This is an optimization exercise on Yosys and OpenROAD, whose aim is small area, not a production implementation. Power and IR drop assume default switching activity.

Design butterfly_full, start of the top module:
module butterfly_full(
    input clk,
    input rstn,
    input CE,
    input [31:0] x0_re_i,
    input [31:0] x0_im_i,
    input [31:0] x1_re_i,
    input [31:0] x1_im_i,
    input [9:0] w_re_i,
    input [9:0] w_im_i,
    output reg [31:0] X0_re_o,
    output reg [31:0] X0_im_o,
    output reg [31:0] X1_re_o,
    output reg [31:0] X1_im_o
    );
For scale: about 1600 cells after synthesis, roughly 240 flip-flops, about 280 I/O pins, about 18000 um^2 of cells after synthesis.
clock: 16.0 ns
lec_check: 0
cap_margin: 20
core_margin: 2
core_utilization: 60
cts_buf_list: sky130_fd_sc_hd__clkbuf_8
cts_cluster_diameter: 60
cts_cluster_size: 16
place_density: 0.75
slew_margin: 20
standard.sh (not shown) runs the stock make flow with config.mk's settings and CLKGATE_MAP_FILE= SYNTH_SCRIPT=/design/flow/synth_recipe.tcl, a recipe that flattens the netlist after the stock synthesis.
==> flow/flow/run.sh <==
#!/bin/bash
# The standard layout, with the smallest buffer cell for the port buffers.
set -euo pipefail
bash standard.sh BUFFER_PORTS_ARGS="-buffer_cell sky130_fd_sc_hd__buf_1" finish > standard_flow.log 2>&1
Edit:
--- a/flow/design.v
+++ b/flow/design.v
@@ -324,32 +324,39 @@
 wire mt_c128 = (mt_c122 & mt_s127) | (mt_c123 & (mt_c122 ^ mt_s127));
 wire mt_s129 = mt_c124 ^ mt_s128;
 wire mt_c129 = mt_c124 & mt_s128;
 wire mt_s130 = pp0[31] ^ pp1[31] ^ pp2[31];
 wire mt_s131 = pp3[31] ^ pp4[31] ^ mt_c125;
 wire mt_s132 = mt_s130 ^ mt_c126 ^ mt_s131;
 wire mt_s133 = mt_c127 ^ mt_s132 ^ mt_c128;
 wire mt_s134 = mt_c129 ^ mt_s133;
 wire [31:0] prod = {mt_s134, mt_s129, mt_s124, mt_s119, mt_s114, mt_s109, mt_s104, mt_s99, mt_s94, mt_s89, mt_s84, mt_s79, mt_s74, mt_s69, mt_s64, mt_s59, mt_s54, mt_s49, mt_s44, mt_s39, mt_s34, mt_s29, mt_s24, mt_s19, mt_s15, mt_s11, mt_s8, mt_s5, mt_s3, mt_s1, mt_s0, lsb0};
-reg [31:0] pa, pb;    
+reg [31:0] pa;
+reg [23:0] pb_hi;
+reg        zlo_c, zlo_nz;
+wire [33:0] zlo_r = rca32({24'd0, pa[7:0]}, {24'd0, prod[7:0]}, 1'b0);
+wire [8:0] zlo = zlo_r[8:0];
 always @(posedge clk) begin
-    pa <= prod;
-    pb <= pa;
+    pa     <= prod;
+    pb_hi  <= pa[31:8];
+    zlo_c  <= zlo[8];
+    zlo_nz <= |zlo[7:0];
 end
 wire        zim  = ~ph[1];
-wire [33:0] zres = rca32(pb, pa, 1'b0);
-wire [31:0] zr   = zres[31:0];
+wire [23:0] zr;                       
+wire [33:0] zr_r = rca32({8'd0, pb_hi}, {8'd0, pa[31:8]}, zlo_c);
+assign zr = zr_r[23:0];
 wire        ii_nonneg = pa[31] & (|pa[30:0]);
-wire        sat_neg = pb[31] & pa[31] & ~zr[31] & (zim | ii_nonneg);
-wire        sat_pos = zim & ~pb[31] & ~pa[31] & zr[31];
+wire        sat_neg = pb_hi[23] & pa[31] & ~zr[23] & (zim | ii_nonneg);
+wire        sat_pos = zim & ~pb_hi[23] & ~pa[31] & zr[23];
 wire        sat = sat_neg | sat_pos;
-wire [23:0] zq = sat ? {~zr[31], {23{zr[31]}}} : zr[31:8];
-wire        zrnd = zr[31] & (|zr[7:0]) & ~sat_pos;
+wire [23:0] zq = sat ? {~zr[23], {23{zr[23]}}} : zr;
+wire        zrnd = zr[23] & zlo_nz & ~sat_pos;
 reg [23:0] zs_re, zs_im;
 reg        rn_re, rn_im;
 always @(posedge clk) begin
     if (ph == 2'd2) begin
         zs_re <= zq;
         rn_re <= zrnd;
     end
     if (ph == 2'd0) begin
         zs_im <= zq;
Effect: First-iteration DRC count rises by about 3.7%; sequential power is about the same; routed wire length falls by about 3.3%; cell area falls by 1.3%; flip-flop and latch count falls by 6; register-to-register slack is better by 150 ps; power falls by about 0.75%; combinational power is about the same; die area falls by about 0.8%.
No run of this note included a check of the RTL's function; only the layout flow was run.

[port drivers added, routing unchanged]
Ports are ideal in the flow. The routed layouts listed here were re-timed in OpenROAD. Step 1: set_driving_cell puts a clkbuf_16 on clk and a buf_2 on each other input, an assumption about the parent block. Step 2, shift: input delay + t, output delay - t, t = (earliest + latest rising clock arrival at the registers) / 2. This alone moves slack from input paths to output paths. a / b / c = no drivers / after step 1 / after step 2; a / b = the first two.
| run | t (ns) | slack for setup (ns) | worst hold slack (ns) | worst setup path at the end | worst slew at a driven data input, ns |
|---|---|---|---|---|---|
| the first run | 0.565 | 0.299 / 0.317 / -0.248 | 0.375 / 0.375 / 0.375 | input to register | 0.11 |
| the second run | 0.565 | 0.367 / 0.379 / -0.186 | 0.381 / 0.381 / 0.381 | input to register | 0.09 |
Met with ideal ports but missed after step 2: setup timing in the first run and the second run. The setup slack of the second run, which loses most, moves by +0.012 ns with the drivers and by -0.553 ns with both steps.
